From an optimization exercise on the open Yosys and OpenROAD flow, aimed at small area and a short achievable clock period; shortcuts taken in it are not production practice.
RTL that was checked went through simulation tests only; none was proved equivalent to the original.
For runs 1 and 6, only the layout was checked, not whether the RTL still works.

### flow/run.sh
#!/bin/bash
# synth_recipe.tcl (not shown) runs the flow's synth.tcl, then flattens the netlist and writes it again
# the make line also repeats each setting of config.mk as NAME=value (left out here)
make -C /OpenROAD-flow-scripts/flow DESIGN_CONFIG=/design/flow/config.mk WORK_HOME=/design/flow/orfs CLKGATE_MAP_FILE= SYNTH_SCRIPT=/design/flow/synth_recipe.tcl finish
### flow/config.mk
export PLATFORM = sky130hd
export DESIGN_NAME = cordic_sin_cos
export DESIGN_NICKNAME = cordic_sin_cos
export VERILOG_FILES = /design/flow/design.v
export SDC_FILE = /design/flow/constraint.sdc
export NUM_CORES = 4
export LEC_CHECK = 0
export ABC_AREA = 1
export CAP_MARGIN = 20
export CORE_MARGIN = 2
export CORE_UTILIZATION = 40
export SLEW_MARGIN = 20
### flow/constraint.sdc
create_clock -name core_clock -period 35.0 [get_ports {clk}]
set_input_delay 7.0000 -clock core_clock [delete_from_list [all_inputs] [get_ports {clk}]]
set_output_delay 7.0000 -clock core_clock [all_outputs]
set_load 0.01 [all_outputs]
### flow/design.v
module get_conv_target_angle(
 input [19:0] target_angle,
 output [11:0] z0,
 output q2,
 output q3
);
 wire [19:0] a = target_angle;
 wire lowa = ~|a[19:13];
 wire gt1440 = (a[12] | (a[11] | (a[10] & (a[9] | (a[8] & (a[7] & (a[6] | (a[5] & (a[4] | (a[3] | (a[2] | (a[1] | a[0]))))))))))));
 wire gt2880 = (a[12] | (a[11] & (a[10] | (a[9] & (a[8] & (a[7] | (a[6] & (a[5] | (a[4] | (a[3] | (a[2] | (a[1] | a[0]))))))))))));
 wire gt4320 = (a[12] & (a[11] | (a[10] | (a[9] | (a[8] | (a[7] & (a[6] & (a[5] & (a[4] | (a[3] | (a[2] | (a[1] | a[0]))))))))))));
 wire gt5760 = (a[12] & (a[11] | (a[10] & (a[9] & (a[8] | (a[7] & (a[6] | (a[5] | (a[4] | (a[3] | (a[2] | (a[1] | a[0]))))))))))));
 assign q2 = lowa & gt1440 & ~gt2880;
 assign q3 = lowa & gt2880 & ~gt4320;
 wire q4 = lowa & gt4320 & ~gt5760;
 wire satp = ~a[19] & ~(lowa & ~gt5760);
 wire satn = a[19] & ~((a[18] & (a[17] & (a[16] & (a[15] & (a[14] & (a[13] & (a[12] & (a[11] & (a[10] | (a[9] | (a[8] & (a[7] & a[6])))))))))))));
 reg [6:0] zh;
 always @(*) begin
  if (satp) zh = 7'd50;
  else if (satn) zh = 7'd78;
  else if (q2) zh = a[11:5] - 7'd45;
  else if (q3) zh = a[11:5] - 7'd90;
  else if (q4) zh = a[11:5] - 7'd52;
  else zh = a[11:5];
 end
 assign z0 = {zh, a[4:0] & {5{~(satp | satn)}}};
endmodule
module output_mapping(
 input [16:0] x,
 input [16:0] y,
 output [16:0] x_res,
 output [16:0] y_res
);
 assign x_res = x;
 assign y_res = y;
endmodule
module cordic_sin_cos(clk, rst, target_angle, x_res, y_res);
 input clk, rst;
 input [19:0] target_angle;
 output reg [19:0] x_res;
 output reg [19:0] y_res;
 wire [11:0] z0;
 wire q2, q3;
 get_conv_target_angle conv_angle(.target_angle(target_angle), .z0(z0), .q2(q2), .q3(q3));
 wire [8:0] d;   
 wire [11:0] zs0 = z0;
 wire [11:0] zs0_u = zs0 ^ 12'd2048;
 assign d[0] = ~zs0[11];
 wire c0_m720 = (zs0_u[11] | (zs0_u[10] & (zs0_u[9] | (zs0_u[8] & (zs0_u[7] | (zs0_u[6] | (zs0_u[5] & zs0_u[4])))))));
 wire c0_0 = zs0_u[11];
 wire c0_720 = (zs0_u[11] & (zs0_u[10] | (zs0_u[9] & (zs0_u[8] | (zs0_u[7] & (zs0_u[6] & (zs0_u[5] | zs0_u[4])))))));
 assign d[1] = (c0_m720 & ~c0_0) | (c0_720);
 wire c0_m1145 = (zs0_u[11] | (zs0_u[10] | (zs0_u[9] & (zs0_u[8] & (zs0_u[7] & (zs0_u[6] | (zs0_u[5] | (zs0_u[4] | (zs0_u[3] | (zs0_u[2] & (zs0_u[1] & zs0_u[0])))))))))));
 wire c0_m295 = (zs0_u[11] | (zs0_u[10] & (zs0_u[9] & (zs0_u[8] | (zs0_u[7] & (zs0_u[6] & (zs0_u[5] | (zs0_u[4] & (zs0_u[3] & (zs0_u[2] | (zs0_u[1] | zs0_u[0])))))))))));
 wire c0_295 = (zs0_u[11] & (zs0_u[10] | (zs0_u[9] | (zs0_u[8] & (zs0_u[7] | (zs0_u[6] | (zs0_u[5] & (zs0_u[4] | (zs0_u[3] | (zs0_u[2] & (zs0_u[1] & zs0_u[0])))))))))));
 wire c0_1145 = (zs0_u[11] & (zs0_u[10] & (zs0_u[9] | (zs0_u[8] | (zs0_u[7] | (zs0_u[6] & (zs0_u[5] & (zs0_u[4] & (zs0_u[3] & (zs0_u[2] | (zs0_u[1] | zs0_u[0])))))))))));
 assign d[2] = (c0_m1145 & ~c0_m720) | (c0_m295 & ~c0_0) | (c0_295 & ~c0_720) | (c0_1145);
 wire c0_m1369 = (zs0_u[11] | (zs0_u[10] | (zs0_u[9] & (zs0_u[8] | (zs0_u[7] & (zs0_u[6] | (zs0_u[5] & (zs0_u[4] | (zs0_u[3] | (zs0_u[2] & (zs0_u[1] & zs0_u[0])))))))))));
 wire c0_m921 = (zs0_u[11] | (zs0_u[10] & (zs0_u[9] | (zs0_u[8] | (zs0_u[7] | (zs0_u[6] & (zs0_u[5] & (zs0_u[4] | (zs0_u[3] | (zs0_u[2] & (zs0_u[1] & zs0_u[0])))))))))));
 wire c0_m519 = (zs0_u[11] | (zs0_u[10] & (zs0_u[9] | (zs0_u[8] & (zs0_u[7] & (zs0_u[6] & (zs0_u[5] & (zs0_u[4] & (zs0_u[3] & (zs0_u[2] | (zs0_u[1] | zs0_u[0])))))))))));
 wire c0_m71 = (zs0_u[11] | (zs0_u[10] & (zs0_u[9] & (zs0_u[8] & (zs0_u[7] & (zs0_u[6] | (zs0_u[5] & (zs0_u[4] & (zs0_u[3] & (zs0_u[2] | (zs0_u[1] | zs0_u[0])))))))))));
 wire c0_71 = (zs0_u[11] & (zs0_u[10] | (zs0_u[9] | (zs0_u[8] | (zs0_u[7] | (zs0_u[6] & (zs0_u[5] | (zs0_u[4] | (zs0_u[3] | (zs0_u[2] & (zs0_u[1] & zs0_u[0])))))))))));
 wire c0_519 = (zs0_u[11] & (zs0_u[10] | (zs0_u[9] & (zs0_u[8] | (zs0_u[7] | (zs0_u[6] | (zs0_u[5] | (zs0_u[4] | (zs0_u[3] | (zs0_u[2] & (zs0_u[1] & zs0_u[0])))))))))));
 wire c0_921 = (zs0_u[11] & (zs0_u[10] | (zs0_u[9] & (zs0_u[8] & (zs0_u[7] & (zs0_u[6] | (zs0_u[5] | (zs0_u[4] & (zs0_u[3] & (zs0_u[2] | (zs0_u[1] | zs0_u[0])))))))))));
 wire c0_1369 = (zs0_u[11] & (zs0_u[10] & (zs0_u[9] | (zs0_u[8] & (zs0_u[7] | (zs0_u[6] & (zs0_u[5] | (zs0_u[4] & (zs0_u[3] & (zs0_u[2] | (zs0_u[1] | zs0_u[0])))))))))));
 assign d[3] = (c0_m1369 & ~c0_m1145) | (c0_m921 & ~c0_m720) | (c0_m519 & ~c0_m295) | (c0_m71 & ~c0_0) | (c0_71 & ~c0_295) | (c0_519 & ~c0_720) | (c0_921 & ~c0_1145) | (c0_1369);
 reg [7:0] zk4;
 always @(*) begin
  case (d[3:0])
   4'b0000: zk4 = 8'd203;
   4'b1000: zk4 = 8'd231;
   4'b0100: zk4 = 8'd11;
   4'b1100: zk4 = 8'd39;
   4'b0010: zk4 = 8'd121;
   4'b1010: zk4 = 8'd149;
   4'b0110: zk4 = 8'd185;
   4'b1110: zk4 = 8'd213;
   4'b0001: zk4 = 8'd43;
   4'b1001: zk4 = 8'd71;
   4'b0101: zk4 = 8'd107;
   4'b1101: zk4 = 8'd135;
   4'b0011: zk4 = 8'd217;
   4'b1011: zk4 = 8'd245;
   4'b0111: zk4 = 8'd25;
   4'b1111: zk4 = 8'd53;
  endcase
 end
 wire [7:0] zs4 = zs0[7:0] + zk4;
 wire [7:0] zs4_u = zs4 ^ 8'd128;
 assign d[4] = ~zs4[7];
 wire c4_m57 = (zs4_u[7] | (zs4_u[6] & (zs4_u[5] | (zs4_u[4] | (zs4_u[3] | (zs4_u[2] & (zs4_u[1] & zs4_u[0])))))));
 wire c4_0 = zs4_u[7];
 wire c4_57 = (zs4_u[7] & (zs4_u[6] | (zs4_u[5] & (zs4_u[4] & (zs4_u[3] & (zs4_u[2] | (zs4_u[1] | zs4_u[0])))))));
 assign d[5] = (c4_m57 & ~c4_0) | (c4_57);
 wire c4_m85 = (zs4_u[7] | (zs4_u[6] | (zs4_u[5] & (zs4_u[4] | (zs4_u[3] & (zs4_u[2] | (zs4_u[1] & zs4_u[0])))))));
 wire c4_m29 = (zs4_u[7] | (zs4_u[6] & (zs4_u[5] & (zs4_u[4] | (zs4_u[3] | (zs4_u[2] | (zs4_u[1] & zs4_u[0])))))));
 wire c4_29 = (zs4_u[7] & (zs4_u[6] | (zs4_u[5] | (zs4_u[4] & (zs4_u[3] & (zs4_u[2] & (zs4_u[1] | zs4_u[0])))))));
 wire c4_85 = (zs4_u[7] & (zs4_u[6] & (zs4_u[5] | (zs4_u[4] & (zs4_u[3] | (zs4_u[2] & (zs4_u[1] | zs4_u[0])))))));
 assign d[6] = (c4_m85 & ~c4_m57) | (c4_m29 & ~c4_0) | (c4_29 & ~c4_57) | (c4_85);
 reg [5:0] zk7;
 always @(*) begin
  case (d[6:4])
   3'b000: zk7 = 6'd35;
   3'b100: zk7 = 6'd7;
   3'b010: zk7 = 6'd43;
   3'b110: zk7 = 6'd15;
   3'b001: zk7 = 6'd49;
   3'b101: zk7 = 6'd21;
   3'b011: zk7 = 6'd57;
   3'b111: zk7 = 6'd29;
  endcase
 end
 wire [5:0] zs7 = zs4[5:0] + zk7;
 wire [5:0] zs7_u = zs7 ^ 6'd32;
 assign d[7] = ~zs7[5];
 wire c7_m7 = (zs7_u[5] | (zs7_u[4] & (zs7_u[3] & (zs7_u[2] | (zs7_u[1] | zs7_u[0])))));
 wire c7_0 = zs7_u[5];
 wire c7_7 = (zs7_u[5] & (zs7_u[4] | (zs7_u[3] | (zs7_u[2] & (zs7_u[1] & zs7_u[0])))));
 assign d[8] = (c7_m7 & ~c7_0) | (c7_7);
 wire [5:0] ti = d[5:0];
 wire [16:0] xm;
 wire [63:0] txm0 = 64'hcfd2b40ccfd2b40c;
 assign xm[0] = txm0[ti];
 wire [63:0] txm1 = 64'h8175b006931cd9b1;
 assign xm[1] = txm1[ti];
 wire [63:0] txm2 = 64'h5ad09495ca3b1a65;
 assign xm[2] = txm2[ti];
 wire [63:0] txm3 = 64'hb52fc9b1af81e488;
 assign xm[3] = txm3[ti];
 wire [63:0] txm4 = 64'hb9dc286994143b9d;
 assign xm[4] = txm4[ti];
 wire [63:0] txm5 = 64'hcada788a511e5b53;
 assign xm[5] = txm5[ti];
 wire [63:0] txm6 = 64'hdbc9d79189eb93db;
 assign xm[6] = txm6[ti];
 wire [63:0] txm7 = 64'h961fdca1853bf869;
 assign xm[7] = txm7[ti];
 wire [63:0] txm8 = 64'he88fc54bd2a3f117;
 assign xm[8] = txm8[ti];
 wire [63:0] txm9 = 64'h89dfe5b3cda7fb91;
 assign xm[9] = txm9[ti];
 wire [63:0] txm10 = 64'h7a6a5a12485a565e;
 assign xm[10] = txm10[ti];
 wire [63:0] txm11 = 64'hc1ebf3ebd7cfd783;
 assign xm[11] = txm11[ti];
 wire [63:0] txm12 = 64'hfee6dac2435b677f;
 assign xm[12] = txm12[ti];
 wire [63:0] txm13 = 64'h7642cffbdff3426e;
 assign xm[13] = txm13[ti];
 wire [63:0] txm14 = 64'hcf66ee77ee7766f3;
 assign xm[14] = txm14[ti];
 wire [63:0] txm15 = 64'hf67ef66ff66f7e6f;
 assign xm[15] = txm15[ti];
 wire [63:0] txm16 = 64'h8000800180010001;
 assign xm[16] = txm16[ti];
 wire [16:0] ym;
 wire [63:0] tym0 = 64'h250b92f6250b92f6;
 assign ym[0] = tym0[ti];
 wire [63:0] tym1 = 64'h4f7360d7c44f5c16;
 assign ym[1] = tym1[ti];
 wire [63:0] tym2 = 64'h48b1b8b7025253e4;
 assign ym[2] = tym2[ti];
 wire [63:0] tym3 = 64'h374e16af1a37ad1a;
 assign ym[3] = tym3[ti];
 wire [63:0] tym4 = 64'h23b940433d7d623a;
 assign ym[4] = tym4[ti];
 wire [63:0] tym5 = 64'h90b0e010f778f2f7;
 assign ym[5] = tym5[ti];
 wire [63:0] tym6 = 64'hb293bf37138236b2;
 assign ym[6] = tym6[ti];
 wire [63:0] tym7 = 64'h3c7ab9071f62a1c3;
 assign ym[7] = tym7[ti];
 wire [63:0] tym8 = 64'h811a9fd2b406a77e;
 assign ym[8] = tym8[ti];
 wire [63:0] tym9 = 64'h13ba8f269b0ea237;
 assign ym[9] = tym9[ti];
 wire [63:0] tym10 = 64'he0c0f074d1f0fcf8;
 assign ym[10] = tym10[ti];
 wire [63:0] tym11 = 64'h9782a682be9abe16;
 assign ym[11] = tym11[ti];
 wire [63:0] tym12 = 64'ha88cb094d6f2ceea;
 assign ym[12] = tym12[ti];
 wire [63:0] tym13 = 64'hecd49aa2baa6d4c8;
 assign ym[13] = tym13[ti];
 wire [63:0] tym14 = 64'h9acc88ee88eecca6;
 assign ym[14] = tym14[ti];
 wire [63:0] tym15 = 64'hace8accaaccae8ca;
 assign ym[15] = tym15[ti];
 wire [63:0] tym16 = 64'h1555155715575557;
 assign ym[16] = tym16[ti];
 wire [16:0] xt = ((q2 ? ym : xm) ^ {17{q2 | q3}}) + (q2 | q3);
 wire [16:0] yt = ((q2 ? xm : ym) ^ {17{q3}}) + q3;
 wire qn = q2 | q3;
 wire [16:0] tx6 = {{6{yt[16]}}, yt[16:6]};
 wire [16:0] ty6 = {{6{xt[16]}}, xt[16:6]};
 wire zx6 = ~|xt[5:0];
 wire zy6 = ~|yt[5:0];
 wire cx6 = q3 ? ~(d[6] ^ zy6) : d[6];
 wire cy6 = qn ? (d[6] ^ zx6) : ~d[6];
 wire [16:0] x7 = xt + (tx6 ^ {17{d[6]}}) + cx6;
 wire [16:0] y7 = yt + (ty6 ^ {17{~d[6]}}) + cy6;
 wire [16:0] tx7 = {{7{y7[16]}}, y7[16:7]};
 wire [16:0] ty7 = {{7{x7[16]}}, x7[16:7]};
 wire zx7 = ~|x7[6:0];
 wire zy7 = ~|y7[6:0];
 wire cx7 = q3 ? ~(d[7] ^ zy7) : d[7];
 wire cy7 = qn ? (d[7] ^ zx7) : ~d[7];
 wire [16:0] x8 = x7 + (tx7 ^ {17{d[7]}}) + cx7;
 wire [16:0] y8 = y7 + (ty7 ^ {17{~d[7]}}) + cy7;
 wire [16:0] tx8 = {{8{y8[16]}}, y8[16:8]};
 wire [16:0] ty8 = {{8{x8[16]}}, x8[16:8]};
 wire zx8 = ~|x8[7:0];
 wire zy8 = ~|y8[7:0];
 wire cx8 = q3 ? ~(d[8] ^ zy8) : d[8];
 wire cy8 = qn ? (d[8] ^ zx8) : ~d[8];
 wire [16:0] x9 = x8 + (tx8 ^ {17{d[8]}}) + cx8;
 wire [16:0] y9 = y8 + (ty8 ^ {17{~d[8]}}) + cy8;
 wire [16:0] xo, yo;
 output_mapping out_map(.x(x9), .y(y9), .x_res(xo), .y_res(yo));
 always @(posedge clk) begin
  if (rst == 1'b0) begin
   x_res <= 20'd0;
   y_res <= 20'd0;
  end else begin
   x_res <= {{3{xo[16]}}, xo};
   y_res <= {{3{yo[16]}}, yo};
  end
 end
endmodule
==> summary.txt, run 1 <==
Worst Hold Slack roughly 8 ns; Final period util 0.664; Overflow after GRT 0; vias per std cell roughly 5.5; DIE AREA around 0.03 mm2; via count 12738; Pins Over Slew Limit 0; Diodes inserted 0; Clock H-tree levels 2; CP Data Required Time roughly 35 ns; FILL cells ~3200; Post-Synthesis Cells 1924; total negative setup slack 0 ns; f_max ~43 MHz; Synth cell types 63; HPWL Detailed around 37000 um; Slew @ Worst Pin 0.867 ns; CP Capture Type flip-flop; unrepaired setup endpoints after global routing no; CP Launch Type input port; CTS tree done; DRC Markers 0; Iteration-0 DRC Markers 1260; Critical Path AT 23.41 ns; worst min path class in2reg; Post-layout nets 2091; status finished clean; CTS Hold Bufs 0; slowest stage cell, crit path clkdlybuf4s50_1; Antenna Nets Post-Route 0; Placer Congestion roughly 1.0; Initial Utilization 0.404; Primary FF master, synth dfxtp_1; Mapped Area roughly 0.011 mm2; setup repair bufs after CTS 0; syn nets between 2000 and 2500; site row count 62; Final Hold Vio Count 0; wire length of the first global-routing pass a little under 70000 um; largest net degree at the start of global routing 70; CP most frequent cell nand2_1; Resized cells post-CTS 0; CP Max Fanout 34; clock transition at the registers of the reported paths roughly 0.050 ns; Top Ports 62; post-synthesis sequential area ratio 0.0592; Die W between 150 and 200 um; synthesized area per cell 5.97 um2; initial antenna violation count 0; slew margin rel. 0.420; Yosys warnings 2; number of synthesized flops with an enable pin 0; Max Cap Violations 0; Clock Sinks 34; core area ~0.028 mm2; flops & latches, synth 34; minimum clock period after layout roughly 23 ns; ratio of cells with drive above 1 in the final layout 0.0676; CTS Buf Count 5; clk root buf clkbuf_16; Total Wirelength 44900 um; max incr delay on CP just under 0.8 ns; count of final setup violators 0; clock buffer depth 2; Routed WL per cell 19.3 um; vias in the first global route around 12000; async set-or-reset flop fraction in the synthesized netlist 0; port bufs 61; area grow syn2layout 7.75%; Setup CP Type in2reg; gr usage total 0.292; number of detailed-routing iterations run before antenna repair 6; DIE HEIGHT 174 um
==> registers in the layout, summed over array words and instances (netlist names) <==
register,count
x_res,17
y_res,17
==> kinds of logic (layout without fill, tap and decap cells) <==
| family | after synthesis | in the layout | share of synthesized area |
|---|---|---|---|
| AO/OA/AOI/OAI | 357 | 357 | 0.181 |
| buffers and inverters | 304 | 319 | 0.115 |
| flip-flops | 34 | 34 | 0.0592 |
| AND/OR/NAND/NOR | 952 | 952 | 0.380 |
| XOR/XNOR | 146 | 146 | 0.114 |
| adder cells (fa/ha/maj) | 131 | 131 | 0.151 |
==> layer usage <==
metal | wire (um) | share of wire | track usage
met5 | 0 | 0 | 0
met4 | 1560 | 0.035 | 0.0939
met3 | 2140 | 0.048 | 0.0211
met2 | 21000 | 0.47 | 0.506
met1 | 20200 | 0.45 | 0.386
==> final cells by class <==
class / instances / area (um2) / area share
Multi-Input combinational cell: 1586 / 9500 / 0.767
Inverter: 243 / 913 / 0.0737
Sequential cell: 34 / 681 / 0.0550
Timing Repair Buffer: 68 / 663 / 0.0535
Tap cell: 384 / 480 / 0.0388
Clock buffer: 7 / 143 / 0.0115
Clock inverter: 1 / 5.00 / 0.000404
==> placed cells by master (no fill, tap or decap), types with 9 or more instances in the layout <==
cell type and count:
o22ai_1 10, nand2_1 483, xor2_1 122, xnor2_1 21, dfxtp_1 34, nor2_1 155
inv_2 18, o21ai_0 101, nand2_2 29, a21oi_1 133, nand3b_1 10, nand3_2 12
o211ai_1 16, nand4_1 16, nor3_1 10, a31oi_1 9, nand2_4 16, nand3_1 187
o21ai_1 21, o21bai_1 25, fa_1 13, inv_1 223, nor2_2 9, clkdlybuf4s50_1 61
ha_1 118
==> worst paths after layout <==
| check | to | startpoint | depth (start not counted) | slack (ns) |
|---|---|---|---|---|
| setup / recovery | x_res[16] | target_angle[8] | 89 | 11.76 |
| hold / removal | x_res[1] | rst | 3 | 7.87 |
==> per-stage QoR <==
step / utilization / setup WS (ns) / std cells / instance area [um2]
after global placement: 0.430 / 11.94 / 2315 / 12200
after global routing: 0.435 / 10.42 / 2323 / 12400
after detailed placement: 0.430 / 11.82 / 2315 / 12200
after CTS: 0.435 / 12.03 / 2323 / 12400
after floorplan: - / 15.35 / 1924 / 11500
final: 0.435 / 11.76 / 2323 / 12400
==> critical path: cells and delay by family <==
family	cells	cell delay, ns
XOR/XNOR	3	1.36
adder cells (fa/ha/maj)	6	2.36
buffers and inverters	12	1.97
AND/OR/NAND/NOR	47	7.17
AO/OA/AOI/OAI	21	3.49
==> cell usage after synthesis (6+ instances only) <==
| cell type | number | share of area |
|---|---|---|
| buf_4 | 16 | 0.010 |
| clkbuf_1 | 9 | 0.0029 |
| buf_2 | 27 | 0.012 |
| xnor2_1 | 21 | 0.016 |
| a31oi_1 | 9 | 0.0049 |
| fa_1 | 13 | 0.023 |
| nand3_2 | 12 | 0.010 |
| nand2_2 | 29 | 0.016 |
| dfxtp_1 | 34 | 0.059 |
| nor2_1 | 156 | 0.051 |
| o211ai_1 | 16 | 0.010 |
| inv_2 | 18 | 0.0059 |
| o21a_1 | 7 | 0.0046 |
| inv_1 | 223 | 0.073 |
| nand2_1 | 483 | 0.16 |
| nand2_4 | 16 | 0.016 |
| nor2_2 | 9 | 0.0049 |
| xor2_1 | 122 | 0.093 |
| o22ai_1 | 10 | 0.0054 |
| nand3b_1 | 10 | 0.0065 |
| a21oi_1 | 133 | 0.058 |
| nor4_1 | 6 | 0.0033 |
| nor3_1 | 10 | 0.0044 |
| o21ai_0 | 101 | 0.044 |
| nand3_1 | 187 | 0.081 |
| o21bai_1 | 25 | 0.016 |
| o21ai_1 | 21 | 0.0091 |
| nand4_1 | 16 | 0.0087 |
| ha_1 | 118 | 0.13 |
==> run 2, diff against run 1 <==
--- a/flow/design.v
+++ b/flow/design.v
@@ -29,11 +29,39 @@
 module output_mapping(
  input [16:0] x,
  input [16:0] y,
+ input [8:0] d,
+ input q2,
+ input q3,
  output [16:0] x_res,
  output [16:0] y_res
 );
- assign x_res = x;
- assign y_res = y;
+ wire qn = q2 | q3;
+ wire [16:0] tx6 = {{6{y[16]}}, y[16:6]};
+ wire [16:0] ty6 = {{6{x[16]}}, x[16:6]};
+ wire zx6 = ~|x[5:0];
+ wire zy6 = ~|y[5:0];
+ wire cx6 = q3 ? ~(d[6] ^ zy6) : d[6];
+ wire cy6 = qn ? (d[6] ^ zx6) : ~d[6];
+ wire [16:0] x7 = x + (tx6 ^ {17{d[6]}}) + cx6;
+ wire [16:0] y7 = y + (ty6 ^ {17{~d[6]}}) + cy6;
+ wire [16:0] tx7 = {{7{y7[16]}}, y7[16:7]};
+ wire [16:0] ty7 = {{7{x7[16]}}, x7[16:7]};
+ wire zx7 = ~|x7[6:0];
+ wire zy7 = ~|y7[6:0];
+ wire cx7 = q3 ? ~(d[7] ^ zy7) : d[7];
+ wire cy7 = qn ? (d[7] ^ zx7) : ~d[7];
+ wire [16:0] x8 = x7 + (tx7 ^ {17{d[7]}}) + cx7;
+ wire [16:0] y8 = y7 + (ty7 ^ {17{~d[7]}}) + cy7;
+ wire [16:0] tx8 = {{8{y8[16]}}, y8[16:8]};
+ wire [16:0] ty8 = {{8{x8[16]}}, x8[16:8]};
+ wire zx8 = ~|x8[7:0];
+ wire zy8 = ~|y8[7:0];
+ wire cx8 = q3 ? ~(d[8] ^ zy8) : d[8];
+ wire cy8 = qn ? (d[8] ^ zx8) : ~d[8];
+ wire [16:0] x9 = x8 + (tx8 ^ {17{d[8]}}) + cx8;
+ wire [16:0] y9 = y8 + (ty8 ^ {17{~d[8]}}) + cy8;
+ assign x_res = x9;
+ assign y_res = y9;
 endmodule
 module cordic_sin_cos(clk, rst, target_angle, x_res, y_res);
  input clk, rst;
@@ -192,32 +220,8 @@
  wire [16:0] xt = ((q2 ? ym : xm) ^ {17{q2 | q3}}) + (q2 | q3);
  wire [16:0] yt = ((q2 ? xm : ym) ^ {17{q3}}) + q3;
  wire qn = q2 | q3;
- wire [16:0] tx6 = {{6{yt[16]}}, yt[16:6]};
- wire [16:0] ty6 = {{6{xt[16]}}, xt[16:6]};
- wire zx6 = ~|xt[5:0];
- wire zy6 = ~|yt[5:0];
- wire cx6 = q3 ? ~(d[6] ^ zy6) : d[6];
- wire cy6 = qn ? (d[6] ^ zx6) : ~d[6];
- wire [16:0] x7 = xt + (tx6 ^ {17{d[6]}}) + cx6;
- wire [16:0] y7 = yt + (ty6 ^ {17{~d[6]}}) + cy6;
- wire [16:0] tx7 = {{7{y7[16]}}, y7[16:7]};
- wire [16:0] ty7 = {{7{x7[16]}}, x7[16:7]};
- wire zx7 = ~|x7[6:0];
- wire zy7 = ~|y7[6:0];
- wire cx7 = q3 ? ~(d[7] ^ zy7) : d[7];
- wire cy7 = qn ? (d[7] ^ zx7) : ~d[7];
- wire [16:0] x8 = x7 + (tx7 ^ {17{d[7]}}) + cx7;
- wire [16:0] y8 = y7 + (ty7 ^ {17{~d[7]}}) + cy7;
- wire [16:0] tx8 = {{8{y8[16]}}, y8[16:8]};
- wire [16:0] ty8 = {{8{x8[16]}}, x8[16:8]};
- wire zx8 = ~|x8[7:0];
- wire zy8 = ~|y8[7:0];
- wire cx8 = q3 ? ~(d[8] ^ zy8) : d[8];
- wire cy8 = qn ? (d[8] ^ zx8) : ~d[8];
- wire [16:0] x9 = x8 + (tx8 ^ {17{d[8]}}) + cx8;
- wire [16:0] y9 = y8 + (ty8 ^ {17{~d[8]}}) + cy8;
  wire [16:0] xo, yo;
- output_mapping out_map(.x(x9), .y(y9), .x_res(xo), .y_res(yo));
+ output_mapping out_map(.x(xt), .y(yt), .d(d), .q2(q2), .q3(q3), .x_res(xo), .y_res(yo));
  always @(posedge clk) begin
   if (rst == 1'b0) begin
    x_res <= 20'd0;
--- a/flow/config.mk
+++ b/flow/config.mk
@@ -10,3 +10,4 @@
 export CORE_MARGIN = 2
 export CORE_UTILIZATION = 40
 export SLEW_MARGIN = 20
+export SYNTH_HIERARCHICAL = 1
==> run 2 against run 1 <==
Still clean. Synthesized area is 7.3% higher. Sequential share of layout area decreased by 0.36 points. Die area up 7.2%. Clock-buffer cell count down 2. Cell area up 7.1%. Via count increased by 8.7%. Cell count up 9.4%. Critical path type unchanged. Critical endpoint is now x_res[13].
==> summary.txt, run 2 <==
Clock Sinks 34; Final Hold Vio Count 0; most frequent cells after synthesis nand2_1, inv_1, nand3_1; DRC Markers 0; flops & latches, synth 34; initial antenna violation count 0; vias in the first global route ~13000; FILL cells approximately 3300; Setup WS post-layout 13.93 ns; area grow syn2layout 7.46%; Pins Over Slew Limit 0; Primary FF master, synth dfxtp_1; synthesized area per cell roughly 5.8 um2; f_max 47.5 MHz; max incr delay on CP about 0.61 ns; Top Ports 62; clock transition at the registers of the reported paths approximately 0.05 ns; HPWL Detailed roughly 36000 um; Post-Synthesis Cells between 2000 and 2500; Iteration-0 DRC Markers approximately 1400; port bufs 61; Max Cap Violations 0; slew margin rel. 0.406; Setup CP Type in2reg; Routed WL per cell between 15 and 20 um; leading cell types in the layout, fill and taps excluded nand2_1, inv_1, nand3_1, ha_1, a21oi_1; gr usage total 0.261; via count approximately 14000; Clock H-tree levels 2; CP Data Required Time between 30 and 40 ns; Die W between 150 and 200 um; post-synth top area cell nand2_1; commonest non-fill, non-tap cell in the layout nand2_1; CP Max Fanout 59; async set-or-reset flop fraction in the synthesized netlist 0; site row count 64; count of final setup violators 0; setup repair bufs after CTS 0; worst min path class in2reg; Final period util 0.602; CTS tree done; ratio of cells with drive above 1 in the final layout 0.0545; vias per std cell about 5.4; CP most frequent cell nand2_1; DIE AREA roughly 0.032 mm2; fin util 0.435; Mapped Area about 0.012 mm2; biggest regs x_res: 17 flops, y_res: 17 flops; post-synthesis sequential area ratio 0.0552; FF/Latch Area slightly below 700 um2; clock buffer depth 2; post-synth top area share 0.211; Initial Utilization 0.404; Multi-input gate area 0.0102 mm2; most frequent cell after synthesis nand2_1; unrepaired setup endpoints after global routing no; Total Wirelength about 43000 um; number of detailed-routing iterations run before antenna repair 6; wire length of the first global-routing pass around 70000 um; number of synthesized flops with an enable pin 0; total negative setup slack 0 ns; Setup WS pre-CTS ~14 ns; largest net degree at the start of global routing 82; Post-layout nets approximately 2300; Slew @ Worst Pin about 0.89 ns; DIE HEIGHT between 150 and 200 um; Area contributors post-synth nand2_1, ha_1, inv_1; Overflow after GRT 0; Placer Congestion approximately 1; Critical Path AT between 20 and 25 ns; CTS Hold Bufs 0; core area around 0.031 mm2; Synth cell types 60; status finished clean; Antenna Nets Post-Route 0; CTS Buf Count 5; Yosys warnings 8; Diodes inserted 0; clk root buf clkbuf_16; slowest stage cell, crit path xor2_1; Worst Setup SP target_angle[8]; Resized cells post-CTS 0; syn nets 2288; CP Launch Type input port; Setup crit end x_res[13]; CP Capture Type flip-flop; minimum clock period after layout 21.07 ns
run 2: cell count changes in the layout (fill, tap and decap cells not counted), moves of 8 or more:
cell and change:
nand2_1 +209, inv_1 +43, nor2_1 -43, a21oi_1 -18, o21ai_1 +16, xnor2_1 +16, o21bai_1 -13, xor2_1 -12
a21o_1 +9, nand2_4 -9, o211ai_1 +9, inv_2 -8, nor3_1 +8
run 2: area by class of cell:
type,instances,share of cell area
inverters,279,0.0793
multi-input cells,1755,0.769
repair buffers,69,0.0502
flip-flops and latches,34,0.0513
clock buffers,5,0.00944
clock inverters,3,0.00340
well taps,396,0.0374
run 2: metrics by stage:
step	cells	area (um2)	hold WS, ns
after global routing	2541	13300	7.25
after floorplan	2136	12300	7.27
after detailed placement	2533	13100	7.73
after CTS	2541	13300	8.03
final	2541	13300	7.20
after global placement	2533	13100	7.74
run 2: worst min path at each step:
stage          startpoint        end  cells after the start
3_5_place_dp    x_res[15]  x_res[15]                      1
5_1_grt               rst  x_res[11]                      3
6_report              rst   y_res[5]                      3
4_1_cts          x_res[0]   x_res[0]                      1
2_1_floorplan         rst  x_res[16]                      3
3_3_place_gp     y_res[0]   y_res[0]                      1
run 2: routing by layer:
metal	GRT usage	up-vias	part of all wire
met4	0.0758	0	0.030
met2	0.423	535	0.44
met5	0	-	0
met1	0.370	6283	0.47
met3	0.0213	85	0.063
li1	-	6941	-
run 2: worst max-delay path, delay by kind of cell:
family          cells  cell delay (ns)
compound gates      6             1.19
simple gates       53             6.29
fa+ha+maj           7             2.60
buf+inv            13             2.59
xor+xnor            5             1.53
run 2: logic make-up after synthesis:
kind of cell             synth area share
AND/OR/NAND/NOR                     0.389
multiplexers                      0.00264
buffers and inverters               0.118
AO/OA/AOI/OAI                       0.166
adder cells (fa/ha/maj)             0.140
flip-flops                         0.0552
XOR/XNOR                            0.129
run 2: per-module statistics from Yosys, one instance, submodules excluded:
module                 cell area (um2)  flops+latches
get_conv_target_angle              737              0
cordic_sin_cos                    5730             34
output_mapping                    5870              0
==> run 3, diff against run 2 <==
--- a/flow/config.mk
+++ b/flow/config.mk
@@ -6,8 +6,8 @@
 export NUM_CORES = 4
 export LEC_CHECK = 0
 export ABC_AREA = 1
-export CAP_MARGIN = 20
+export CAP_MARGIN = 70
 export CORE_MARGIN = 2
 export CORE_UTILIZATION = 40
-export SLEW_MARGIN = 20
+export SLEW_MARGIN = 70
 export SYNTH_HIERARCHICAL = 1
==> run 3 against run 2 <==
Still clean. Via count hardly changed. Synthesized area stayed put. Critical path depth is 2 higher. Cell count is 0.35% higher. First-iteration DRC count is 3.6% lower. Fmax is 3.5% higher. Critical path type unchanged. Largest cell class unchanged. Highest routed layer unchanged.
==> summary.txt, run 3 <==
Placer Congestion 1.02; CTS Buf Count 5; number of detailed-routing iterations run before antenna repair 6; sink of the worst hold path x_res[0]; Yosys warnings 8; FILL cells ~3400; area grow syn2layout 9.90%; port bufs slightly above 60; CP Max Fanout between 40 and 50; gr usage total 0.263; site row count 64; count of final setup violators 0; Area contributors post-synth nand2_1, ha_1, inv_1; commonest non-fill, non-tap cell in the layout nand2_1; core area ~0.031 mm2; CP most frequent cell nand2_1; CTS tree done; DRC Markers 0; Antenna Nets Post-Route 0; HP Start rst; CP Data Required Time between 30 and 40 ns; setup repair bufs after CTS 0; CP Launch Type input port; flops & latches, synth 34; Setup WS post-layout ~15 ns; Setup CP Type in2reg; via count about 14000; post-synth top area cell nand2_1; initial antenna violation count 0; wire length of the first global-routing pass a little under 70000 um; DIE HEIGHT 180 um; Post-layout nets 2305; post-synthesis sequential area ratio 0.0552; clock transition at the registers of the reported paths 0.05 ns; ratio of cells with drive above 1 in the final layout 0.0715; CP Capture Type flip-flop; Routed WL per cell between 15 and 20 um; async set-or-reset flop fraction in the synthesized netlist 0; hold path cells 3; CTS Hold Bufs 0; Iteration-0 DRC Markers 1337; slew margin rel. 0.673; most frequent cells after synthesis nand2_1, inv_1, nand3_1; clock buffer depth 2; clk root buf clkbuf_16; Setup WS pre-CTS ~15 ns; Final Hold Vio Count 0; total negative setup slack 0 ns; Slew @ Worst Pin ~0.49 ns; Final period util 0.582; Primary FF master, synth dfxtp_1; Resized cells post-CTS 0; Critical Path AT between 20 and 25 ns; Pins Over Slew Limit 0; DIE AREA around 0.032 mm2; biggest regs x_res: 17 flops, y_res: 17 flops; worst min path class in2reg; Die W around 180 um; Synth cell types 60; Diodes inserted 0; f_max 49.1 MHz; Mapped Area ~0.012 mm2; syn nets 2288; slowest stage cell, crit path clkdlybuf4s50_1; HPWL Detailed between 30000 and 40000 um; unrepaired setup endpoints after global routing no; max incr delay on CP roughly 0.65 ns; leading cell types in the layout, fill and taps excluded nand2_1, inv_1, nand3_1, ha_1, a21oi_1; Total Wirelength ~43000 um; Clock H-tree levels 2; post-synth top area share 0.211; Max Cap Violations 0; Clock Sinks 34; status finished clean; Top Ports a little over 60; Post-Synthesis Cells around 2100; most frequent cell after synthesis nand2_1; number of synthesized flops with an enable pin 0; minimum clock period after layout 20.35 ns; largest net degree at the start of global routing 60; Initial Utilization 0.404; vias per std cell between 5 and 6; vias in the first global route approximately 13000; synthesized area per cell between 5 and 6 um2; Overflow after GRT 0
## run 3: through the flow
step                instances  hold slack (ns)  area [um2]  utilization
floorplan                2136             7.27       12300            -
global placement         2533             7.74       13100        0.429
detailed placement       2540             7.39       13300        0.436
CTS                      2548             7.10       13500        0.443
global route             2550             7.12       13600        0.444
finish                   2550             7.10       13600        0.444
## run 3: kinds of logic after synthesis
family | after synthesis | synth area share
mux | 2 | 0.00264
compound gates | 356 | 0.166
buf+inv | 347 | 0.118
simple gates | 1104 | 0.389
fa+ha+maj | 130 | 0.140
flops | 34 | 0.0552
xor+xnor | 163 | 0.129
## run 3: how the worst max path moves through the flow
stage          depth (start not counted)   endpoint              from  slack (ns)
6_report                              86  x_res[16]   target_angle[7]       14.65
5_1_grt                               88  x_res[16]   target_angle[7]       13.50
4_1_cts                               85  x_res[16]   target_angle[7]       14.77
3_5_place_dp                          88  x_res[16]   target_angle[7]       14.52
3_3_place_gp                          79  x_res[16]   target_angle[7]       14.14
2_1_floorplan                         89  x_res[16]  target_angle[19]       17.40
## run 3: critical path: cells and delay by family
family | cells | cell delay (ns)
buffers and inverters | 17 | 2.46
AOI/OAI and AO/OA | 8 | 1.45
and+or+nand+nor | 49 | 5.52
xor gates and xnor gates | 3 | 0.63
adders and majority gates | 9 | 3.43
## run 3: area by class of cell
cell class / count / area [um2] / area share
flip-flops and latches: 34 / 681 / 0.0502
clock inverters: 2 / 60.1 / 0.00443
repair buffers: 78 / 736 / 0.0543
inverters: 279 / 1060 / 0.0784
well taps: 396 / 495 / 0.0365
clock buffers: 6 / 139 / 0.0102
multi-input cells: 1755 / 10400 / 0.766
## run 3: metal layers
metal	track usage	share of wire
met1	0.368	0.46
met2	0.420	0.43
met3	0.0290	0.073
met4	0.0878	0.035
met5	0	0
## run 3: per-module statistics from Yosys, one instance, submodules excluded
module,flops+latches,times used
output_mapping,0,1
cordic_sin_cos,34,1
get_conv_target_angle,0,1
==> run 4, diff against run 3 <==
--- a/flow/config.mk
+++ b/flow/config.mk
@@ -6,8 +6,8 @@
 export NUM_CORES = 4
 export LEC_CHECK = 0
 export ABC_AREA = 1
-export CAP_MARGIN = 70
+export CAP_MARGIN = 60
 export CORE_MARGIN = 2
 export CORE_UTILIZATION = 40
-export SLEW_MARGIN = 70
+export SLEW_MARGIN = 60
 export SYNTH_HIERARCHICAL = 1
==> run 4 against run 3 <==
Clock-buffer cell count decreased by 1. Non-clock buffer count down 6. Fmax about the same. Sequential share of layout area up 0.072 points. Hold slack improved by 0.0038 ns. Die area unchanged. Flip-flop and latch count is the same. Setup slack improved by 0.0037 ns. Cell count down 0.24%. Synthesized area stayed put.
==> summary.txt, run 4 <==
status finished clean; minimum clock period after layout around 20 ns; synthesized area per cell slightly below 6 um2; CP Data Required Time 35.18 ns; Mapped Area between 0.01 and 0.015 mm2; worst min path class in2reg; CP Max Fanout 31; mux cell area share after synthesis 0.00264; Yosys warnings 8; site row count 64; Worst Hold Slack approximately 7 ns; async set-or-reset flop fraction in the synthesized netlist 0; via count approximately 14000; Setup CP Type in2reg; Final period util 0.581; Clock H-tree levels 2; Critical Path AT 20.53 ns; Pins Over Slew Limit 0; largest net degree at the start of global routing 82; Iteration-0 DRC Markers 1340; port bufs 61; most frequent cells after synthesis nand2_1, inv_1, nand3_1; post-synthesis sequential area ratio 0.0552; Resized cells post-CTS 0; most frequent cell after synthesis nand2_1; Total Wirelength 43300 um; f_max slightly below 50 MHz; CTS Buf Count 5; DIE AREA about 0.032 mm2; biggest regs x_res: 17 flops, y_res: 17 flops; area grow syn2layout 8.35%; Post-Synth Simple-Gate Area 0.389; CP Launch Type input port; Non-Filler Instances ~2500; Slew @ Worst Pin 0.578 ns; count of final setup violators 0; HPWL Detailed between 30000 and 40000 um; clock transition at the registers of the reported paths approximately 0.050 ns; Post-Synthesis Cells ~2100; vias in the first global route roughly 13000; gr usage total 0.261; DRC Markers 0; wire length of the first global-routing pass between 60000 and 70000 um; post-synth top area share 0.211; Initial Utilization 0.404; Overflow after GRT 0; core area approximately 0.031 mm2; CTS Hold Bufs 0; Placer Congestion around 1.0; CP Capture Type flip-flop; syn nets 2288; max incr delay on CP 0.64 ns; total negative setup slack 0 ns; Die W 180 um; vias per std cell 5.39; Max Cap Violations 0; Synth Area in Compound Gates 0.166; Synth cell types 60; number of cells after detailed placement 2535; Antenna Nets Post-Route 0; slowest stage cell, crit path clkdlybuf4s50_1; Post-layout nets ~2300; Synth Area in XOR/XNOR 0.129; unrepaired setup endpoints after global routing no; number of synthesized flops with an enable pin 0; flops & latches, synth 34; initial antenna violation count 0; post-synth top area cell nand2_1; Top Ports 62; leading cell types in the layout, fill and taps excluded nand2_1, inv_1, nand3_1, ha_1, a21oi_1; setup repair bufs after CTS 0; Final Hold Vio Count 0; commonest non-fill, non-tap cell in the layout nand2_1; CTS tree done; main combinational cell family by area after synthesis simple AND/OR/NAND/NOR gates; slew margin rel. 0.611; clk root buf clkbuf_16; clock buffer depth 2; Routed WL per cell 17.0 um; Area contributors post-synth nand2_1, ha_1, inv_1; number of detailed-routing iterations run before antenna repair 6; Primary FF master, synth dfxtp_1; Diodes inserted 0; ratio of cells with drive above 1 in the final layout 0.0615; DIE HEIGHT approximately 180 um; Clock Sinks 34; CP most frequent cell nand2_1; post-synthesis adder-cell area fraction 0.140
## run 4: kinds of logic after synthesis
| kind of cell | after synthesis |
|---|---|
| buffers and inverters | 347 |
| AO/OA/AOI/OAI | 356 |
| AND/OR/NAND/NOR | 1104 |
| flip-flops | 34 |
| adder cells (fa/ha/maj) | 130 |
| multiplexers | 2 |
| XOR/XNOR | 163 |
## run 4: final cells by class
cell class / count / area (um2)
fillers: 3330 / 17100
repair buffers: 72 / 716
inverters: 279 / 1050
flip-flops and latches: 34 / 681
clock buffers: 5 / 125
multi-input cells: 1755 / 10300
clock inverters: 3 / 45.0
well taps: 396 / 495
## run 4: routing by layer
layer / vias to the layer above / global-route usage / part of all wire
met5: - / 0 / 0
met4: 0 / 0.0725 / 0.025
met3: 67 / 0.0251 / 0.057
met2: 464 / 0.424 / 0.44
met1: 6226 / 0.367 / 0.48
li1: 6960 / - / -
## run 4: per-stage QoR
stage / setup WS, ns / util / cell area [um2]
3_5_place_dp: 14.47 / 0.432 / 13200
6_report: 14.65 / 0.438 / 13400
3_3_place_gp: 14.14 / 0.429 / 13100
2_1_floorplan: 17.40 / - / 12300
5_1_grt: 13.09 / 0.438 / 13400
4_1_cts: 14.70 / 0.437 / 13300
## run 4: path summary, 6_finish.rpt
path                       startpoint         to  slack [ns]  cells after the start
worst max-delay path  target_angle[7]  x_res[16]       14.65                     90
worst min-delay path              rst   x_res[7]        7.10                      3
## run 4: critical path: cells and delay by family
kind,cells,cell delay (ns)
and+or+nand+nor,59,6.12
adders and majority gates,8,3.14
buffers and inverters,16,2.71
AOI/OAI and AO/OA,4,0.75
xor gates and xnor gates,3,0.75
## run 4: per-module statistics from Yosys, one instance, submodules excluded
module                 cells  flops+latches
cordic_sin_cos          1052             34
get_conv_target_angle    145              0
output_mapping           939              0
==> run 5, diff against run 4 <==
--- a/flow/config.mk
+++ b/flow/config.mk
@@ -8,6 +8,6 @@
 export ABC_AREA = 1
 export CAP_MARGIN = 60
 export CORE_MARGIN = 2
-export CORE_UTILIZATION = 40
+export CORE_UTILIZATION = 55
 export SLEW_MARGIN = 60
 export SYNTH_HIERARCHICAL = 1
==> run 5 against run 4 <==
Setup slack got worse by 0.48 ns. Via count increased by 2.6%. Non-clock buffer count decreased by 3. Cell area decreased by 1.6%.
==> summary.txt, run 5 <==
status finished clean; Post-layout nets roughly 2300; Top Ports 62; Setup WS post-layout 14.16 ns; async set-or-reset flop fraction in the synthesized netlist 0; CP Launch Type input port; post-synth top area cell nand2_1; clock buffer depth 2; post-synth top area share 0.211; Resized cells post-CTS 0; DRC Markers 0; FILL cells approximately 2200; fin util 0.601; sink of the worst hold path x_res[3]; number of synthesized flops with an enable pin 0; hold path cells 3; flops & latches, synth 34; CP Max Fanout between 80 and 90; core area 0.0219 mm2; Non-Filler Instances about 2400; gr usage total 0.342; CP Data Required Time 35.17 ns; Overflow after GRT 0; clock transition at the registers of the reported paths 0.05 ns; max incr delay on CP ~0.64 ns; Iteration-0 DRC Markers approximately 1500; Area contributors post-synth nand2_1, ha_1, inv_1; commonest non-fill, non-tap cell in the layout nand2_1; Die W ~150 um; slew margin rel. 0.593; Initial Utilization 0.564; Pins Over Slew Limit 0; Max Cap Violations 0; vias per std cell 5.80; Placer Congestion 1.08; unrepaired setup endpoints after global routing no; number of cells after detailed placement between 2000 and 2500; count of final setup violators 0; Total Wirelength ~41000 um; Setup WS pre-CTS between 10 and 15 ns; HPWL Detailed between 30000 and 40000 um; Final period util 0.595; synthesized area per cell 5.78 um2; CP bufs+invs 16; CTS tree done; syn nets around 2300; port bufs 61; biggest regs x_res: 17 flops, y_res: 17 flops; setup repair bufs after CTS 0; delay-heaviest family, CP simple AND/OR/NAND/NOR gates; Mapped Area 0.0123 mm2; clk root buf clkbuf_16; worst min path class in2reg; vias in the first global route between 10000 and 15000; Post-Synthesis Cells roughly 2100; ratio of cells with drive above 1 in the final layout 0.0592; site row count 54; DIE AREA 0.0236 mm2; CP Capture Type flip-flop; wire length of the first global-routing pass between 60000 and 70000 um; total negative setup slack 0 ns; Critical Path AT 21.01 ns; minimum clock period after layout ~21 ns; post-synthesis sequential area ratio 0.0552; Final Hold Vio Count 0; Clock Sinks 34; Yosys warnings 8; HP Start rst; most frequent cells after synthesis nand2_1, inv_1, nand3_1; Synth cell types 60; leading cell types in the layout, fill and taps excluded nand2_1, inv_1, nand3_1, ha_1, a21oi_1; number of detailed-routing iterations run before antenna repair 6; Routed WL per cell 17.1 um; initial antenna violation count 0; largest net degree at the start of global routing 82; CTS Buf Count 5; Primary FF master, synth dfxtp_1; Slew @ Worst Pin 0.608 ns; via count around 14000; most frequent cell after synthesis nand2_1; Diodes inserted 0; slowest stage cell, crit path clkdlybuf4s50_1; Setup CP Type in2reg; CP most frequent cell nand2_1; Clock H-tree levels 2; f_max roughly 48 MHz; CTS Hold Bufs 0; Antenna Nets Post-Route 0; area grow syn2layout 6.61%; WP depth between 80 and 90; DIE HEIGHT ~150 um
## run 5: how the worst max path moves through the flow
stage / start / endpoint / slack [ns]
5_1_grt: target_angle[7] / x_res[16] / 12.97
3_3_place_gp: target_angle[7] / x_res[12] / 13.67
6_report: target_angle[7] / x_res[16] / 14.16
2_1_floorplan: target_angle[19] / x_res[16] / 17.40
3_5_place_dp: target_angle[7] / x_res[16] / 14.08
4_1_cts: target_angle[7] / x_res[16] / 14.32
## run 5: through the flow
step                      hold WS [ns]  area (um2)
after CTS                         7.20       13100
final                             7.11       13200
after floorplan                   7.27       12300
after global routing              7.13       13200
after global placement            7.73       12900
after detailed placement          7.48       13000
## run 5: cell families after synthesis
logic type      synth area share
xor+xnor                   0.129
mux                      0.00264
fa+ha+maj                  0.140
compound gates             0.166
simple gates               0.389
buf+inv                    0.118
flops                     0.0552
## run 5: per-module statistics from Yosys, one instance, submodules excluded
module / area (um2) / cells inside / flops+latches / copies in the design
cordic_sin_cos: 5730 / 1052 / 34 / 1
get_conv_target_angle: 737 / 145 / 0 / 1
output_mapping: 5870 / 939 / 0 / 1
## run 5: metal layers
| layer | track usage | routed length [um] | vias to the layer above |
|---|---|---|---|
| met5 | 0 | 0 | - |
| met4 | 0.105 | 1220 | 0 |
| met3 | 0.0392 | 3540 | 79 |
| met2 | 0.548 | 17900 | 633 |
| met1 | 0.480 | 18700 | 6412 |
| li1 | - | - | 6950 |
## run 5: area by class of cell
| cell class | instances | area [um2] | area share |
|---|---|---|---|
| sequential | 34 | 681 | 0.0517 |
| clock inverter | 1 | 5.00 | 0.000380 |
| inverter | 279 | 1060 | 0.0805 |
| multi-input combinational | 1755 | 10200 | 0.779 |
| timing repair buffer | 69 | 669 | 0.0509 |
| clock buffer | 7 | 143 | 0.0108 |
| tap | 280 | 350 | 0.0266 |
==> run 6, diff against run 5 <==
--- a/flow/design.v
+++ b/flow/design.v
@@ -217,8 +217,12 @@
  assign ym[15] = tym15[ti];
  wire [63:0] tym16 = 64'h1555155715575557;
  assign ym[16] = tym16[ti];
- wire [16:0] xt = ((q2 ? ym : xm) ^ {17{q2 | q3}}) + (q2 | q3);
- wire [16:0] yt = ((q2 ? xm : ym) ^ {17{q3}}) + q3;
+ wire [16:0] xs = (q2 ? ym : xm) ^ {17{q2 | q3}};
+ wire [16:0] ys = (q2 ? xm : ym) ^ {17{q3}};
+ wire [6:0] xl = xs[6:0] + (q2 | q3);
+ wire [6:0] yl = ys[6:0] + q3;
+ wire [16:0] xt = {xs[16:7], xl};
+ wire [16:0] yt = {ys[16:7], yl};
  wire qn = q2 | q3;
  wire [16:0] xo, yo;
  output_mapping out_map(.x(xt), .y(yt), .d(d), .q2(q2), .q3(q3), .x_res(xo), .y_res(yo));
--- a/flow/config.mk
+++ b/flow/config.mk
@@ -8,6 +8,6 @@
 export ABC_AREA = 1
 export CAP_MARGIN = 60
 export CORE_MARGIN = 2
-export CORE_UTILIZATION = 55
+export CORE_UTILIZATION = 40
 export SLEW_MARGIN = 60
 export SYNTH_HIERARCHICAL = 1
==> run 6 against run 5 <==
Still clean. Flip-flop and latch count unchanged. Fmax increased by 1.0%. Non-clock buffer count increased by 4. Cell area increased by 5.6%. Sequential share of layout area decreased by 0.28 points. Die area increased by 42%. Synthesized cell count increased by 7.3%. Critical path type unchanged.
==> summary.txt, run 6 <==
DIE AREA 0.0336 mm2; Iteration-0 DRC Markers 1230; hold path cells 3; Initial Utilization 0.407; Pins Over Slew Limit 0; Slew @ Worst Pin 0.575 ns; Primary FF master, synth dfxtp_1; clk root buf clkbuf_16; setup repair bufs after CTS 0; Mapped Area 0.0129 mm2; CTS Buf Count 5; Die W roughly 180 um; port bufs 61; async set-or-reset flop fraction in the synthesized netlist 0; clock transition at the registers of the reported paths approximately 0.050 ns; worst min path class in2reg; post-synth top area cell nand2_1; clock buffer depth 2; CP bufs+invs 12; Area contributors post-synth nand2_1, ha_1, nand3_1; slew margin rel. 0.615; DIE HEIGHT between 150 and 200 um; number of detailed-routing iterations run before antenna repair 6; Clock Sinks 34; CTS tree done; largest net degree at the start of global routing 69; Setup CP Type in2reg; Antenna Nets Post-Route 0; Overflow after GRT 0; vias in the first global route ~14000; CP Data Required Time ~35 ns; total negative setup slack 0 ns; vias per std cell around 5.4; f_max ~48 MHz; CTS Hold Bufs 0; Max Cap Violations 0; Yosys warnings 8; Non-Filler Instances between 2000 and 3000; unrepaired setup endpoints after global routing no; CP most frequent cell nand2_1; delay-heaviest family, CP simple AND/OR/NAND/NOR gates; number of synthesized flops with an enable pin 0; commonest non-fill, non-tap cell in the layout nand2_1; HPWL Detailed approximately 38000 um; CP Launch Type input port; status finished clean; wire length of the first global-routing pass 73300 um; gr usage total 0.272; minimum clock period after layout approximately 21 ns; Final Hold Vio Count 0; Total Wirelength 45700 um; core area around 0.032 mm2; Diodes inserted 0; HP Start rst; Post-Synthesis Cells 2292; area grow syn2layout 7.96%; max incr delay on CP ~0.59 ns; Clock H-tree levels 2; Placer Congestion approximately 1; flops & latches, synth 34; most frequent cell after synthesis nand2_1; site row count 65; post-synthesis sequential area ratio 0.0529; number of cells after detailed placement ~2700; via count 14585; count of final setup violators 0; Resized cells post-CTS 0; Synth cell types between 60 and 70; CP Capture Type flip-flop; CP Max Fanout 68; slowest stage cell, crit path clkdlybuf4s50_1; synthesized area per cell between 5 and 6 um2; Post-layout nets around 2500; sink of the worst hold path x_res[16]; Final period util 0.589; syn nets between 2000 and 2500; leading cell types in the layout, fill and taps excluded nand2_1, inv_1, nand3_1, nor2_1, o21ai_0; biggest regs x_res: 17 flops, y_res: 17 flops; DRC Markers 0; initial antenna violation count 0; Top Ports slightly above 60; Critical Path AT ~21 ns; post-synth top area share 0.215; ratio of cells with drive above 1 in the final layout 0.0660; Routed WL per cell about 17 um; most frequent cells after synthesis nand2_1, inv_1, nand3_1
[run 6: cell types whose count changed in the layout (fill, tap and decap cells not counted), moves of 12 or more]
cell / change
nor2_1: +49
xnor2_1: -12
nand2_1: +46
o21ai_0: +21
xor2_1: -20
inv_1: +22
nand3_1: +42
[run 6: how the worst max path moves through the flow]
stage,from,end,cells past startpoint
after floorplan,target_angle[9],x_res[14],81
after global placement,target_angle[7],x_res[14],77
after detailed placement,target_angle[7],x_res[14],79
after CTS,target_angle[7],x_res[14],80
after global routing,target_angle[8],y_res[16],82
final,target_angle[8],x_res[14],80
[run 6: layout make-up]
cell class	instances	area [um2]
Fill cell	3512	17700
Multi-Input combinational cell	1879	10700
Inverter	308	1160
Timing Repair Buffer	73	707
Sequential cell	34	681
Tap cell	402	503
Clock buffer	6	139
Clock inverter	2	12.5
[run 6: through the flow]
stage | hold WS, ns | worst slack, ns | util | instance area, um2
2_1_floorplan | 7.27 | 16.93 | - | 12900
3_3_place_gp | 7.73 | 13.73 | 0.432 | 13700
3_5_place_dp | 7.49 | 14.15 | 0.433 | 13700
4_1_cts | 7.20 | 14.43 | 0.438 | 13900
5_1_grt | 7.13 | 13.01 | 0.439 | 13900
6_report | 7.10 | 14.37 | 0.439 | 13900
[run 6: Yosys stat by module, one instance, submodules excluded]
module	cells	copies in the design	cell area, um2
output_mapping	1081	1	6300
get_conv_target_angle	145	1	737
cordic_sin_cos	1066	1	5830
[run 6: kinds of logic after synthesis]
| logic type | Yosys count | share of synthesized area |
|---|---|---|
| multiplexers | 1 | 0.000778 |
| adder cells (fa/ha/maj) | 130 | 0.134 |
| buffers and inverters | 379 | 0.122 |
| AND/OR/NAND/NOR | 1264 | 0.431 |
| AO/OA/AOI/OAI | 352 | 0.156 |
| XOR/XNOR | 132 | 0.104 |
| flip-flops | 34 | 0.0529 |
[run 6: metal layers]
layer,vias to the layer above,part of all wire,global-route usage
met5,-,0,0
met4,0,0.036,0.0886
met3,101,0.058,0.0157
met2,482,0.44,0.454
met1,6569,0.46,0.374
li1,7433,-,-

afterwards: timing with drivers on the ports:
The results above use ideal ports. As a check the final layouts listed here were re-extracted and re-timed, cells and wires unchanged. Step 1 sets driving cells, clkbuf_16 on the clock port and buf_2 on the other inputs (assumed; they add their load-dependent delay and slew). Step 2 adds t to the input delays and takes it off the output delays; t is the mean of the earliest and latest rising clock arrival at the registers after step 1. Input paths then give back, and output paths get back, about the clock's delay inside the block. a / b / c = no drivers / after step 1 / after step 2; a / b = the first two.
run	shift t [ns]	setup slack, ns	latest minus earliest clock arrival (ns)
run 1	0.312	11.765 / 11.778 / 11.466	0.007 / 0.006
run 2	0.298	13.928 / 13.933 / 13.635	0.006 / 0.006
run 3	0.298	14.645 / 14.648 / 14.350	0.002 / 0.003
run 4	0.303	14.649 / 14.642 / 14.338	0.005 / 0.005
run 5	0.297	14.164 / 14.170 / 13.873	0.003 / 0.004
run 6	0.301	14.374 / 14.380 / 14.079	0.005 / 0.004
After both steps setup and hold are still met in every run listed. For run 4, which loses most, drivers alone change the setup slack by -0.007 ns; drivers and shift together by -0.311 ns.
